This design comes from an exercise in tuning for a short achievable clock period and few clock cycles on the open sky130 flow, not from production work. Only simulation tests tie the RTL to the original design; equivalence was not proved.

==> job 1014: inputs <==
## Temple
module Temple #(
    parameter ADDR_WIDTH = 16,
    parameter DATA_WIDTH = 16
) (
    input                   clk,
    rst,
    output [ADDR_WIDTH-1:0] addr,
    input  [          15:0] rd_data,
    output [          15:0] wr_data,
    output                  en
);
  localparam QN = 12;   
  localparam CB = 5;   
  localparam NC = 1 << CB;
  localparam OP_NOR = 3'b000, OP_ADD = 3'b001, OP_LD = 3'b010, OP_MOVE = 3'b011;
  localparam OP_SD = 3'b100, OP_SETI = 3'b101, OP_JL = 3'b110, OP_SRL = 3'b111;
  reg  [    15:0] q        [0:QN-1];   
  reg  [  QN+3:1] vt;   
  reg  [    15:0] pcb;   
  reg  [     2:0] padv;
  reg  [    15:0] fa;   
  reg  [    14:0] cw1, cw2, cw3;   
  reg             cah, cbh;   
  reg  [    15:0] caw, cbw;
  reg  [  NC-1:0] c_v;
  reg  [14-CB:0] c_tag    [0:NC-1];
  reg  [    15:0] c_dat    [0:NC-1];
  reg             ev;   
  reg             e_mv;   
  reg  [     4:0] e_mvr;
  reg  [     7:0] e_op;   
  reg             e_za;   
  reg  [     1:0] e_k;   
  reg             e_sm;   
  ...
Settings: LEC_CHECK=0, ABC_CLOCK_PERIOD_IN_PS=2500, CAP_MARGIN=20, CORE_MARGIN=2, CORE_UTILIZATION=25, CTS_CLUSTER_SIZE=30, PLACE_DENSITY=0.45, SETUP_SLACK_MARGIN=3.5, SLEW_MARGIN=20; clock period 7.0 ns.
run.sh (not shown) runs the stock make flow with config.mk's settings and CLKGATE_MAP_FILE= SYNTH_SCRIPT=/design/flow/synth_recipe.tcl, a recipe that flattens the netlist after the stock synthesis.
==> inputs of job 9178, as changes to job 1014 <==
--- a/flow/design.v
+++ b/flow/design.v
@@ -93,17 +93,16 @@
   reg             pw_v;
   reg  [     4:0] pw_r;
   reg  [     4:0] e_l;   
   reg  [    15:0] e_imm;   
   reg  [     2:0] e_cond;   
   reg  [    15:0] opr;   
   reg             msel;   
-  reg             sdf_r;
-  reg  [    15:0] sdf_pc;
   reg             en_r;   
+  reg             o_fsel;   
   reg  [    14:0] o_opr;   
   reg  [    14:0] o_fa;   
   reg  [    15:0] o_wd;   
   reg  [    15:0] acc;
   reg             cf, nf, zf;
   reg  [29*16-1:0] rfv;   
   wire [    15:0] rv       [0:31];
@@ -140,15 +139,14 @@
       3'd3: brcond = nn | cc;
       3'd4: brcond = zz;
       3'd5: brcond = zz | cc;
       3'd6: brcond = zz | nn;
       default: brcond = 1'b1;
     endcase
   endfunction
-  wire evx = ev & ~sdf_r;
   wire e_nor = e_op[OP_NOR], e_add = e_op[OP_ADD], e_ld = e_op[OP_LD], e_move = e_op[OP_MOVE];
   wire e_sd = e_op[OP_SD], e_seti = e_op[OP_SETI], e_jl = e_op[OP_JL], e_srl = e_op[OP_SRL];
   wire [15:0] aa = e_za ? 16'h0000 : acc;
   wire [16:0] sum;
   ksadd adder (
       .a  (opr),
       .b  (aa),
@@ -166,72 +164,72 @@
   wire z2 = ~|(ax ^ k2c ^ {cc2[14:0], 1'b0});
   wire zk = (e_k == 2'd0) ? z0 : ((e_k == 2'd1) ? z1 : z2);
   reg c_n, n_n, z_n;   
   always @(*) begin
     c_n = cf;
     n_n = nf;
     z_n = zf;
-    if (evx & e_nor) begin
+    if (ev & e_nor) begin
       c_n = 1'b0;
       n_n = ~orv[15];
       z_n = &orv;
     end
-    if (evx & e_add) begin
+    if (ev & e_add) begin
       c_n = (e_k != 2'd0) ? zk : sum[16];
       n_n = sum[15];
       z_n = zk;
     end
-    if (evx & e_srl) begin
+    if (ev & e_srl) begin
       c_n = 1'b0;
       n_n = 1'b0;
       z_n = ~|acc[15:1];
     end
   end
   reg [15:0] acc_o;   
   always @(*) begin
     acc_o = acc;
-    if (evx) begin
+    if (ev) begin
       if (e_nor) acc_o = ~orv;
       if (e_srl) acc_o = {1'b0, acc[15:1]};
       if (e_ld) acc_o = rd_data;
       if (e_seti) acc_o = e_imm;
     end
   end
-  wire e_addv = evx & e_add;
+  wire e_addv = ev & e_add;
   wire [15:0] acc_n = e_addv ? sum[15:0] : acc_o;
-  wire e_setf = evx & (e_nor | e_add | e_srl);
-  wire taken = evx & e_jl & brcond(e_cond, cf, nf, zf);
+  wire e_setf = ev & (e_nor | e_add | e_srl);
+  wire taken = ev & e_jl & brcond(e_cond, cf, nf, zf);
   wire [15:0] pcq = pcb + {13'd0, padv};
   wire [11:0] pcb1 = pcb[15:4] + 12'd1;
-  wire sdhit = evx & e_sd & ((opr[15:4] == pcb[15:4]) | (opr[15:4] == pcb1) | (opr[15:4] == fa[15:4]));
-  wire kill = taken | sdf_r;
-  wire wa = evx & e_mv;
-  wire wb = evx & e_jl;
-  wire wc = evx & e_sm;   
+  wire sdflush = ev & e_sd & ((opr[15:4] == pcb[15:4]) | (opr[15:4] == pcb1) | (opr[15:4] == fa[15:4]));
+  wire kill = taken | sdflush;
+  wire wa = ev & e_mv;
+  wire wb = ev & e_jl;
+  wire wc = ev & e_sm;   
   wire wd = pw_v;   
-  assign addr = msel ? {o_opr, 1'b0} : {o_fa, 1'b0};
+  assign addr = o_fsel ? {o_fa, 1'b0} : {o_opr, 1'b0};
   assign wr_data = o_wd;
   assign en = en_r;
   wire [14:0] faw = fa[15:1];
   wire [14:0] tw = opr[15:1];
-  wire sdcw = evx & e_sd;   
+  wire sdcw = ev & e_sd;   
   wire [CB-1:0] sdi = tw[CB-1:0];
   wire hita = cah, hitb = cbh;
   wire [15:0] cda = caw, cdb = cbw;
   wire lh0 = c_v[faw[CB-1:0]] & (c_tag[faw[CB-1:0]] == faw[14:CB]);
   wire lh1 = c_v[cw1[CB-1:0]] & (c_tag[cw1[CB-1:0]] == cw1[14:CB]);
   wire lh2 = c_v[cw2[CB-1:0]] & (c_tag[cw2[CB-1:0]] == cw2[14:CB]);
   wire lh3 = c_v[cw3[CB-1:0]] & (c_tag[cw3[CB-1:0]] == cw3[14:CB]);
   wire [15:0] ld0 = c_dat[faw[CB-1:0]];
   wire [15:0] ld1 = c_dat[cw1[CB-1:0]];
   wire [15:0] ld2 = c_dat[cw2[CB-1:0]];
   wire [15:0] ld3 = c_dat[cw3[CB-1:0]];
   wire room = ~vt[QN-3];
   wire pfetch = ~msel & room;
-  wire cfetch = msel & ~e_jl & hita & room;
+  wire cfetch = msel & ~taken & hita & room;
   wire useb = pfetch & hitb;
   wire [2:0] op0 = q[0][7:5], op1 = q[1][7:5], op2 = q[2][7:5], op3 = q[3][7:5];
   wire [4:0] r0 = q[0][4:0], r1 = q[1][4:0], r2 = q[2][4:0], r3 = q[3][4:0];
   wire [2:0] op[0:6];
   wire [4:0] rr[0:6];
   wire [6:0] pm, pn, pa, pi, ps, pj, pr, pw;   
   genvar gp;
@@ -310,16 +308,16 @@
   wire [15:0] opd2 = fwd(r2, rv[r2]);
   wire os0 = ~fuse & ~g0_c;
   wire os1 = fuse ? ~g1_c : g0_c;
   wire os2 = fuse & g1_c;
   wire [15:0] opd = ({16{os0}} & opd0) | ({16{os1}} & opd1) | ({16{os2}} & opd2);
   wire d_tk = e_setf | brcond(bl[7:5], cf, nf, zf);
   wire d_ld = mop == OP_LD, d_sd = mop == OP_SD, d_jl = mop == OP_JL;
-  wire ins_odd = (msel & e_jl) ? opr[0] : fa[0];
-  wire [15:0] wa_d = (msel & ~e_jl) ? cda : rd_data;   
+  wire ins_odd = taken ? opr[0] : fa[0];
+  wire [15:0] wa_d = (msel & ~taken) ? cda : rd_data;   
   reg  [7:0] insb[0:3];
   wire [15:0] insp[0:3];
   assign insp[0] = {pdec(insb[0]), insb[0]};
   assign insp[1] = {pdec(insb[1]), insb[1]};
   assign insp[2] = {pdec(insb[2]), insb[2]};
   assign insp[3] = {pdec(insb[3]), insb[3]};
   always @(*) begin
@@ -331,15 +329,15 @@
     end else begin
       insb[0] = wa_d[7:0];
       insb[1] = wa_d[15:8];
       insb[2] = cdb[7:0];
       insb[3] = cdb[15:8];
     end
   end
-  wire ins_en = (taken | pfetch | cfetch) & ~sdf_r;
+  wire ins_en = (taken | pfetch | cfetch) & ~sdflush;
   wire [4:0] nh;
   assign nh[0] = ~ins_en;
   assign nh[1] = ins_en & ins_odd & ~useb;
   assign nh[2] = ins_en & ~ins_odd & ~useb;
   assign nh[3] = ins_en & ins_odd & useb;
   assign nh[4] = ins_en & ~ins_odd & useb;
   wire [QN:0] ceq;
@@ -354,36 +352,42 @@
   integer i, j;
   always @(*) begin
     for (i = 0; i < QN + 6; i = i + 1) begin
       strm[i] = (i < QN) ? q[i] : 16'h0000;
       if (i >= QN || !vt[i+1])
         for (j = 0; j < 4; j = j + 1) if (i >= j && i - j <= QN && ceq[i-j]) strm[i] = insp[j];
     end
+    if (taken) begin
+      for (i = 0; i < QN + 6; i = i + 1) strm[i] = (i < 4) ? insp[i] : 16'h0000;
+    end
   end
   reg [15:0] qn[0:QN-1];
   always @(*) begin
     for (i = 0; i < QN; i = i + 1) begin
       qn[i] = ({16{sh[0]}} & strm[i]) | ({16{sh[1]}} & strm[i+1]) | ({16{sh[2]}} & strm[i+2]) |
               ({16{sh[3]}} & strm[i+3]) | ({16{sh[4]}} & strm[i+4]) | ({16{sh[5]}} & strm[i+5]) |
               ({16{sh[6]}} & strm[i+6]);
-      if (taken) qn[i] = (i < 4) ? insp[i] : 16'h0000;
     end
   end
-  wire [QN+3:1] vb = (taken | sdf_r) ? {(QN + 3) {1'b0}} : vt;
-  reg [QN+9:1] va;
+  wire [QN+3:1] vb = (taken | sdflush) ? {(QN + 3) {1'b0}} : vt;
+  reg [10:0] kd;
+  integer a, b;
+  always @(*) begin
+    kd = 11'd0;
+    for (a = 0; a < 7; a = a + 1)
+      for (b = 0; b < 5; b = b + 1) kd[b-a+6] = kd[b-a+6] | (sh[a] & nh[b]);
+  end
+  wire [QN+12:0] vx = {6'b000000, vb, 4'b1111};
   reg [QN+3:1] vn;
+  integer d;
   always @(*) begin
-    for (i = 1; i <= QN + 9; i = i + 1) begin
-      va[i] = nh[0] & ((i <= QN + 3) ? vb[i] : 1'b0);
-      for (j = 1; j < 5; j = j + 1)
-        va[i] = va[i] | (nh[j] & ((i <= j) ? 1'b1 : ((i - j <= QN + 3) ? vb[i-j] : 1'b0)));
-    end
     for (i = 1; i <= QN + 3; i = i + 1) begin
       vn[i] = 1'b0;
-      for (j = 0; j < 7; j = j + 1) vn[i] = vn[i] | (sh[j] & va[i+j]);
+      for (d = 0; d < 11; d = d + 1)
+        if (i - d + 6 >= -3) vn[i] = vn[i] | (kd[d] & vx[i-d+6+3]);
     end
   end
   wire [2:0] s_n = {sh[4] | sh[5] | sh[6], sh[2] | sh[3] | sh[6], sh[1] | sh[3] | sh[5]};
   always @(posedge clk, negedge rst) begin
     if (!rst) begin
       vt   <= {(QN + 3) {1'b0}};
       pcb  <= 16'd0;
@@ -392,53 +396,53 @@
       cw1  <= 15'd1;
       cw2  <= 15'd2;
       cw3  <= 15'd3;
       cah   <= 1'b0;
       cbh   <= 1'b0;
       ev   <= 1'b0;
       msel <= 1'b0;
+      o_fsel <= 1'b1;
       pw_v <= 1'b0;
-      sdf_r <= 1'b0;
       o_fa <= 15'd0;
       o_wd <= 16'd0;
       en_r <= 1'b0;
       acc  <= 16'd0;
       cf   <= 1'b0;
       nf   <= 1'b0;
       zf   <= 1'b0;
       c_v  <= {NC{1'b0}};
     end else begin
       vt   <= vn;
       ev   <= dv;
       msel <= dv & (d_ld | d_sd | (d_jl & d_tk));
-      pw_v <= evx & e_sx;
-      if (evx) o_wd <= acc_n;
-      sdf_r <= sdhit;
-      en_r <= dv & d_sd & ~sdhit;
+      o_fsel <= ~(dv & (d_ld | d_sd | (d_jl & d_tk)));
+      pw_v <= ev & e_sx;
+      if (ev) o_wd <= acc_n;
+      en_r <= dv & d_sd;
       cf   <= c_n;
       nf   <= n_n;
       zf   <= z_n;
       if (taken) begin
         pcb <= opr;
         padv <= 3'd0;
         fa  <= {tw + 15'd1, 1'b0};
         o_fa <= tw + 15'd1;
         cw1 <= tw + 15'd2;
         cw2 <= tw + 15'd3;
         cw3 <= tw + 15'd4;
         cah  <= 1'b0;
         cbh  <= 1'b0;
-      end else if (sdf_r) begin
-        pcb <= sdf_pc;
+      end else if (sdflush) begin
+        pcb <= pcq;
         padv <= 3'd0;
-        fa  <= sdf_pc;
-        o_fa <= sdf_pc[15:1];
-        cw1 <= sdf_pc[15:1] + 15'd1;
-        cw2 <= sdf_pc[15:1] + 15'd2;
-        cw3 <= sdf_pc[15:1] + 15'd3;
+        fa  <= pcq;
+        o_fa <= pcq[15:1];
+        cw1 <= pcq[15:1] + 15'd1;
+        cw2 <= pcq[15:1] + 15'd2;
+        cw3 <= pcq[15:1] + 15'd3;
         cah  <= 1'b0;
         cbh  <= 1'b0;
       end else begin
         pcb <= pcq;
         padv <= s_n;
         if (pfetch | cfetch) begin
           fa  <= {useb ? cw2 : cw1, 1'b0};
@@ -456,40 +460,39 @@
           caw  <= ld0;
           cbw  <= ld1;
         end
       end
       acc  <= acc_n;
       if (pfetch) c_v[faw[CB-1:0]] <= 1'b1;
       else if (taken) c_v[tw[CB-1:0]] <= 1'b1;
-      else if (evx & e_sd) c_v[tw[CB-1:0]] <= 1'b1;
+      else if (ev & e_sd) c_v[tw[CB-1:0]] <= 1'b1;
     end
   end
   always @(posedge clk) begin
     if (pfetch) begin
       c_tag[faw[CB-1:0]] <= faw[14:CB];
       c_dat[faw[CB-1:0]] <= rd_data;
     end else if (taken) begin
       c_tag[tw[CB-1:0]] <= tw[14:CB];
       c_dat[tw[CB-1:0]] <= rd_data;
-    end else if (evx & e_sd) begin
+    end else if (ev & e_sd) begin
       c_tag[tw[CB-1:0]] <= tw[14:CB];
       c_dat[tw[CB-1:0]] <= acc;
     end
   end
   always @(posedge clk) begin
     for (i = 0; i < QN; i = i + 1) q[i] <= qn[i];
     e_mv  <= fuse;
     e_mvr <= r0;
     e_op  <= 8'd1 << mop;
     e_za  <= mza;
     e_k   <= mk;
     e_sm  <= msm;
     e_sx  <= sfx;
     pw_r  <= e_smr;
-    sdf_pc <= pcq;
     e_smr <= msr;
     e_l   <= bl[4:0];
     e_imm <= {bh, bl};
     e_cond <= bl[7:5];
     opr   <= opd;
     if (dv) o_opr <= opd[15:1];
   end
- CORE_UTILIZATION: 25 -> 20
- CTS_CLUSTER_SIZE: 30 -> not set
- PLACE_DENSITY: 0.45 -> 0.4
==> inputs of job 2814, as changes to job 1014 <==
--- a/flow/design.v
+++ b/flow/design.v
@@ -93,19 +93,20 @@
   reg             pw_v;
   reg  [     4:0] pw_r;
   reg  [     4:0] e_l;   
   reg  [    15:0] e_imm;   
   reg  [     2:0] e_cond;   
   reg  [    15:0] opr;   
   reg             msel;   
+  reg             mls;   
+  reg             mjl;   
   reg             sdf_r;
   reg  [    15:0] sdf_pc;
   reg             en_r;   
-  reg  [    14:0] o_opr;   
-  reg  [    14:0] o_fa;   
+  reg  [    14:0] a_r;   
   reg  [    15:0] o_wd;   
   reg  [    15:0] acc;
   reg             cf, nf, zf;
   reg  [29*16-1:0] rfv;   
   wire [    15:0] rv       [0:31];
   genvar gi;
   generate
@@ -204,15 +205,15 @@
   wire [11:0] pcb1 = pcb[15:4] + 12'd1;
   wire sdhit = evx & e_sd & ((opr[15:4] == pcb[15:4]) | (opr[15:4] == pcb1) | (opr[15:4] == fa[15:4]));
   wire kill = taken | sdf_r;
   wire wa = evx & e_mv;
   wire wb = evx & e_jl;
   wire wc = evx & e_sm;   
   wire wd = pw_v;   
-  assign addr = msel ? {o_opr, 1'b0} : {o_fa, 1'b0};
+  assign addr = {a_r, 1'b0};
   assign wr_data = o_wd;
   assign en = en_r;
   wire [14:0] faw = fa[15:1];
   wire [14:0] tw = opr[15:1];
   wire sdcw = evx & e_sd;   
   wire [CB-1:0] sdi = tw[CB-1:0];
   wire hita = cah, hitb = cbh;
@@ -223,15 +224,15 @@
   wire lh3 = c_v[cw3[CB-1:0]] & (c_tag[cw3[CB-1:0]] == cw3[14:CB]);
   wire [15:0] ld0 = c_dat[faw[CB-1:0]];
   wire [15:0] ld1 = c_dat[cw1[CB-1:0]];
   wire [15:0] ld2 = c_dat[cw2[CB-1:0]];
   wire [15:0] ld3 = c_dat[cw3[CB-1:0]];
   wire room = ~vt[QN-3];
   wire pfetch = ~msel & room;
-  wire cfetch = msel & ~e_jl & hita & room;
+  wire cfetch = mls & hita & room;
   wire useb = pfetch & hitb;
   wire [2:0] op0 = q[0][7:5], op1 = q[1][7:5], op2 = q[2][7:5], op3 = q[3][7:5];
   wire [4:0] r0 = q[0][4:0], r1 = q[1][4:0], r2 = q[2][4:0], r3 = q[3][4:0];
   wire [2:0] op[0:6];
   wire [4:0] rr[0:6];
   wire [6:0] pm, pn, pa, pi, ps, pj, pr, pw;   
   genvar gp;
@@ -310,16 +311,16 @@
   wire [15:0] opd2 = fwd(r2, rv[r2]);
   wire os0 = ~fuse & ~g0_c;
   wire os1 = fuse ? ~g1_c : g0_c;
   wire os2 = fuse & g1_c;
   wire [15:0] opd = ({16{os0}} & opd0) | ({16{os1}} & opd1) | ({16{os2}} & opd2);
   wire d_tk = e_setf | brcond(bl[7:5], cf, nf, zf);
   wire d_ld = mop == OP_LD, d_sd = mop == OP_SD, d_jl = mop == OP_JL;
-  wire ins_odd = (msel & e_jl) ? opr[0] : fa[0];
-  wire [15:0] wa_d = (msel & ~e_jl) ? cda : rd_data;   
+  wire ins_odd = mjl ? opr[0] : fa[0];
+  wire [15:0] wa_d = mls ? cda : rd_data;   
   reg  [7:0] insb[0:3];
   wire [15:0] insp[0:3];
   assign insp[0] = {pdec(insb[0]), insb[0]};
   assign insp[1] = {pdec(insb[1]), insb[1]};
   assign insp[2] = {pdec(insb[2]), insb[2]};
   assign insp[3] = {pdec(insb[3]), insb[3]};
   always @(*) begin
@@ -379,74 +380,79 @@
     end
     for (i = 1; i <= QN + 3; i = i + 1) begin
       vn[i] = 1'b0;
       for (j = 0; j < 7; j = j + 1) vn[i] = vn[i] | (sh[j] & va[i+j]);
     end
   end
   wire [2:0] s_n = {sh[4] | sh[5] | sh[6], sh[2] | sh[3] | sh[6], sh[1] | sh[3] | sh[5]};
+  wire ms_n = dv & (d_ld | d_sd | (d_jl & d_tk));
+  wire [14:0] fw_n = taken ? tw + 15'd1 : (sdf_r ? sdf_pc[15:1] :
+                     ((pfetch | cfetch) ? (useb ? cw2 : cw1) : fa[15:1]));
   always @(posedge clk, negedge rst) begin
     if (!rst) begin
       vt   <= {(QN + 3) {1'b0}};
       pcb  <= 16'd0;
       padv <= 3'd0;
       fa   <= 16'd0;
       cw1  <= 15'd1;
       cw2  <= 15'd2;
       cw3  <= 15'd3;
       cah   <= 1'b0;
       cbh   <= 1'b0;
       ev   <= 1'b0;
       msel <= 1'b0;
+      mls  <= 1'b0;
+      mjl  <= 1'b0;
       pw_v <= 1'b0;
       sdf_r <= 1'b0;
-      o_fa <= 15'd0;
+      a_r  <= 15'd0;
       o_wd <= 16'd0;
       en_r <= 1'b0;
       acc  <= 16'd0;
       cf   <= 1'b0;
       nf   <= 1'b0;
       zf   <= 1'b0;
       c_v  <= {NC{1'b0}};
     end else begin
       vt   <= vn;
       ev   <= dv;
-      msel <= dv & (d_ld | d_sd | (d_jl & d_tk));
+      msel <= ms_n;
+      a_r  <= ms_n ? opd[15:1] : fw_n;
+      mls  <= dv & (d_ld | d_sd);
+      mjl  <= dv & d_jl & d_tk;
       pw_v <= evx & e_sx;
       if (evx) o_wd <= acc_n;
       sdf_r <= sdhit;
       en_r <= dv & d_sd & ~sdhit;
       cf   <= c_n;
       nf   <= n_n;
       zf   <= z_n;
       if (taken) begin
         pcb <= opr;
         padv <= 3'd0;
         fa  <= {tw + 15'd1, 1'b0};
-        o_fa <= tw + 15'd1;
         cw1 <= tw + 15'd2;
         cw2 <= tw + 15'd3;
         cw3 <= tw + 15'd4;
         cah  <= 1'b0;
         cbh  <= 1'b0;
       end else if (sdf_r) begin
         pcb <= sdf_pc;
         padv <= 3'd0;
         fa  <= sdf_pc;
-        o_fa <= sdf_pc[15:1];
         cw1 <= sdf_pc[15:1] + 15'd1;
         cw2 <= sdf_pc[15:1] + 15'd2;
         cw3 <= sdf_pc[15:1] + 15'd3;
         cah  <= 1'b0;
         cbh  <= 1'b0;
       end else begin
         pcb <= pcq;
         padv <= s_n;
         if (pfetch | cfetch) begin
           fa  <= {useb ? cw2 : cw1, 1'b0};
-          o_fa <= useb ? o_fa + 15'd2 : o_fa + 15'd1;
           cw1 <= useb ? cw3 : cw2;
           cw2 <= useb ? cw3 + 15'd1 : cw3;
           cw3 <= useb ? cw3 + 15'd2 : cw3 + 15'd1;
           cah  <= (useb ? lh2 : lh1) & ~(sdcw & (sdi == (useb ? cw2[CB-1:0] : cw1[CB-1:0])));
           cbh  <= (useb ? lh3 : lh2) & ~(sdcw & (sdi == (useb ? cw3[CB-1:0] : cw2[CB-1:0])));
           caw  <= useb ? ld2 : ld1;
           cbw  <= useb ? ld3 : ld2;
@@ -487,15 +493,14 @@
     pw_r  <= e_smr;
     sdf_pc <= pcq;
     e_smr <= msr;
     e_l   <= bl[4:0];
     e_imm <= {bh, bl};
     e_cond <= bl[7:5];
     opr   <= opd;
-    if (dv) o_opr <= opd[15:1];
   end
   generate
     for (gi = 0; gi < 29; gi = gi + 1) begin : g_rf
       always @(posedge clk) begin
         if (wb && e_l == gi) rfv[16*gi+:16] <= pcq;
         else if ((wa && e_mvr == gi) || (wc && e_smr == gi) || (wd && pw_r == gi)) rfv[16*gi+:16] <= acc;
       end
==> flow/flow/run.sh (new file) <==
#!/bin/bash
# The standard layout (standard.sh), with two changes: the port buffers are
# buf_4 cells instead of the smallest buffer, and the resizer may change a
# cell to one with another footprint (a stronger flip-flop of the same type,
# a faster buffer). make's output goes to flow_make.log here; each ORFS step
# keeps its own log under orfs/logs.
set -o pipefail
bash standard.sh MATCH_CELL_FOOTPRINT=0 "BUFFER_PORTS_ARGS=-buffer_cell sky130_fd_sc_hd__buf_4" finish > flow_make.log 2>&1
==> flow/standard.sh (new file) <==
#!/bin/bash
# synth_recipe.tcl (not shown) runs the flow's synth.tcl, then flattens the netlist and writes it again
# the make line also repeats each setting of config.mk as NAME=value (left out here)
make -C /OpenROAD-flow-scripts/flow DESIGN_CONFIG=/design/flow/config.mk WORK_HOME=/design/flow/orfs CLKGATE_MAP_FILE= SYNTH_SCRIPT=/design/flow/synth_recipe.tcl "${@:-finish}"
- CORE_UTILIZATION: 25 -> 20
- CTS_CLUSTER_SIZE: 30 -> not set
- PLACE_DENSITY: 0.45 -> 0.4
removed: flow/run.sh
==> inputs of job 2909, as changes to job 1014 <==
--- a/flow/design.v
+++ b/flow/design.v
@@ -96,14 +96,15 @@
   reg  [    15:0] e_imm;   
   reg  [     2:0] e_cond;   
   reg  [    15:0] opr;   
   reg             msel;   
   reg             sdf_r;
   reg  [    15:0] sdf_pc;
   reg             en_r;   
+  reg             o_fsel;   
   reg  [    14:0] o_opr;   
   reg  [    14:0] o_fa;   
   reg  [    15:0] o_wd;   
   reg  [    15:0] acc;
   reg             cf, nf, zf;
   reg  [29*16-1:0] rfv;   
   wire [    15:0] rv       [0:31];
@@ -204,15 +205,15 @@
   wire [11:0] pcb1 = pcb[15:4] + 12'd1;
   wire sdhit = evx & e_sd & ((opr[15:4] == pcb[15:4]) | (opr[15:4] == pcb1) | (opr[15:4] == fa[15:4]));
   wire kill = taken | sdf_r;
   wire wa = evx & e_mv;
   wire wb = evx & e_jl;
   wire wc = evx & e_sm;   
   wire wd = pw_v;   
-  assign addr = msel ? {o_opr, 1'b0} : {o_fa, 1'b0};
+  assign addr = o_fsel ? {o_fa, 1'b0} : {o_opr, 1'b0};
   assign wr_data = o_wd;
   assign en = en_r;
   wire [14:0] faw = fa[15:1];
   wire [14:0] tw = opr[15:1];
   wire sdcw = evx & e_sd;   
   wire [CB-1:0] sdi = tw[CB-1:0];
   wire hita = cah, hitb = cbh;
@@ -365,25 +366,29 @@
       qn[i] = ({16{sh[0]}} & strm[i]) | ({16{sh[1]}} & strm[i+1]) | ({16{sh[2]}} & strm[i+2]) |
               ({16{sh[3]}} & strm[i+3]) | ({16{sh[4]}} & strm[i+4]) | ({16{sh[5]}} & strm[i+5]) |
               ({16{sh[6]}} & strm[i+6]);
       if (taken) qn[i] = (i < 4) ? insp[i] : 16'h0000;
     end
   end
   wire [QN+3:1] vb = (taken | sdf_r) ? {(QN + 3) {1'b0}} : vt;
-  reg [QN+9:1] va;
+  reg [10:0] kd;
+  integer a, b;
+  always @(*) begin
+    kd = 11'd0;
+    for (a = 0; a < 7; a = a + 1)
+      for (b = 0; b < 5; b = b + 1) kd[b-a+6] = kd[b-a+6] | (sh[a] & nh[b]);
+  end
+  wire [QN+12:0] vx = {6'b000000, vb, 4'b1111};
   reg [QN+3:1] vn;
+  integer d;
   always @(*) begin
-    for (i = 1; i <= QN + 9; i = i + 1) begin
-      va[i] = nh[0] & ((i <= QN + 3) ? vb[i] : 1'b0);
-      for (j = 1; j < 5; j = j + 1)
-        va[i] = va[i] | (nh[j] & ((i <= j) ? 1'b1 : ((i - j <= QN + 3) ? vb[i-j] : 1'b0)));
-    end
     for (i = 1; i <= QN + 3; i = i + 1) begin
       vn[i] = 1'b0;
-      for (j = 0; j < 7; j = j + 1) vn[i] = vn[i] | (sh[j] & va[i+j]);
+      for (d = 0; d < 11; d = d + 1)
+        if (i - d + 6 >= -3) vn[i] = vn[i] | (kd[d] & vx[i-d+6+3]);
     end
   end
   wire [2:0] s_n = {sh[4] | sh[5] | sh[6], sh[2] | sh[3] | sh[6], sh[1] | sh[3] | sh[5]};
   always @(posedge clk, negedge rst) begin
     if (!rst) begin
       vt   <= {(QN + 3) {1'b0}};
       pcb  <= 16'd0;
@@ -392,28 +397,30 @@
       cw1  <= 15'd1;
       cw2  <= 15'd2;
       cw3  <= 15'd3;
       cah   <= 1'b0;
       cbh   <= 1'b0;
       ev   <= 1'b0;
       msel <= 1'b0;
+      o_fsel <= 1'b1;
       pw_v <= 1'b0;
       sdf_r <= 1'b0;
       o_fa <= 15'd0;
       o_wd <= 16'd0;
       en_r <= 1'b0;
       acc  <= 16'd0;
       cf   <= 1'b0;
       nf   <= 1'b0;
       zf   <= 1'b0;
       c_v  <= {NC{1'b0}};
     end else begin
       vt   <= vn;
       ev   <= dv;
       msel <= dv & (d_ld | d_sd | (d_jl & d_tk));
+      o_fsel <= ~(dv & (d_ld | d_sd | (d_jl & d_tk)));
       pw_v <= evx & e_sx;
       if (evx) o_wd <= acc_n;
       sdf_r <= sdhit;
       en_r <= dv & d_sd & ~sdhit;
       cf   <= c_n;
       nf   <= n_n;
       zf   <= z_n;
- CORE_UTILIZATION: 25 -> 20
- CTS_CLUSTER_SIZE: 30 -> not set
- PLACE_DENSITY: 0.45 -> 0.4
==> summary.md <==
| Metric | Value |
|---|---|
| Die Y | `709 µm` |
| Grt met1 use | `0.353` |
| Cells after DPL | `17.4k` |
| Status | `timing/DRC/antenna clean` |
-- figures above: job 1014

==> summary.md <==
| Metric | Value |
|---|---|
| Grt met1 use | `0.293` |
| Status | `timing/DRC/antenna clean` |
| Busiest grt layer | `met2` |
| Cells after DPL | `approximately 19k` |
| Dpl ws | `1.23 ns` |
-- figures above: job 2909

==> summary.md <==
| Metric | Value |
|---|---|
| Diode count | `68` |
| Register area share after synthesis | `0.403` |
| Grt met1 use | `0.304` |
| Cells after DPL | `19.0k` |
| Die Y | `791 µm` |
| Post-DRT Antenna Nets | `1` |
| Status | `complete, but fails checks` |
| Layout Check Fails | `antenna violations` |
-- figures above: job 9178

==> summary.md <==
| Metric | Value |
|---|---|
| Status | `timing/DRC/antenna clean` |
| Grt met1 use | `0.307` |
| Area of the multi-input gates | `73000 µm²` |
| Yosys reg bits | `1781` |
| HP Class | `in -> async` |
| Cells after DPL | `between 15k and 20k` |
| Largest delay share family, worst path | `simple AND/OR/NAND/NOR gates` |
| Die Y | `793 µm` |
-- figures above: job 2814

Testbench counts of job 1014, summed over its fixed seeds: cycles 103,580.
Testbench counts of job 9178, summed over its fixed seeds: cycles 103,500.
Testbench counts of job 2814, summed over its fixed seeds: cycles 103,580.
Testbench counts of job 2909, summed over its fixed seeds: cycles 103,580.

==> afterwards: timing with drivers on the ports <==
The results above use ideal ports. As a check the final layouts listed here were re-extracted and re-timed, cells and wires unchanged.
Step 1 sets driving cells, clkbuf_16 on the clock port and buf_2 on the other inputs (assumed; they add their load-dependent delay and slew).
Step 2 adds t to the input delays and takes it off the output delays; t is the mean of the earliest and latest rising clock arrival at the registers after step 1. Input paths then give back, and output paths get back, about the clock's delay inside the block.
Slacks: no drivers / after step 1 / after step 2; pairs: no drivers / after step 1.
| run | shift t [ns] | setup WS [ns] | slew at the worst register clock pin (ns) |
|---|---|---|---|
| job 1014 | 1.099 | 3.258 / 3.147 / 2.308 | 0.07 / 0.07 |
| job 9178 | 1.067 | 3.016 / 3.016 / 1.983 | 0.07 / 0.07 |
| job 2814 | 1.121 | 3.216 / 3.216 / 2.356 | 0.07 / 0.07 |
| job 2909 | 1.074 | 3.007 / 3.007 / 1.940 | 0.07 / 0.07 |
The setup slack of job 2909, which loses most, moves by 0.000 ns with the drivers and by -1.067 ns with both steps.
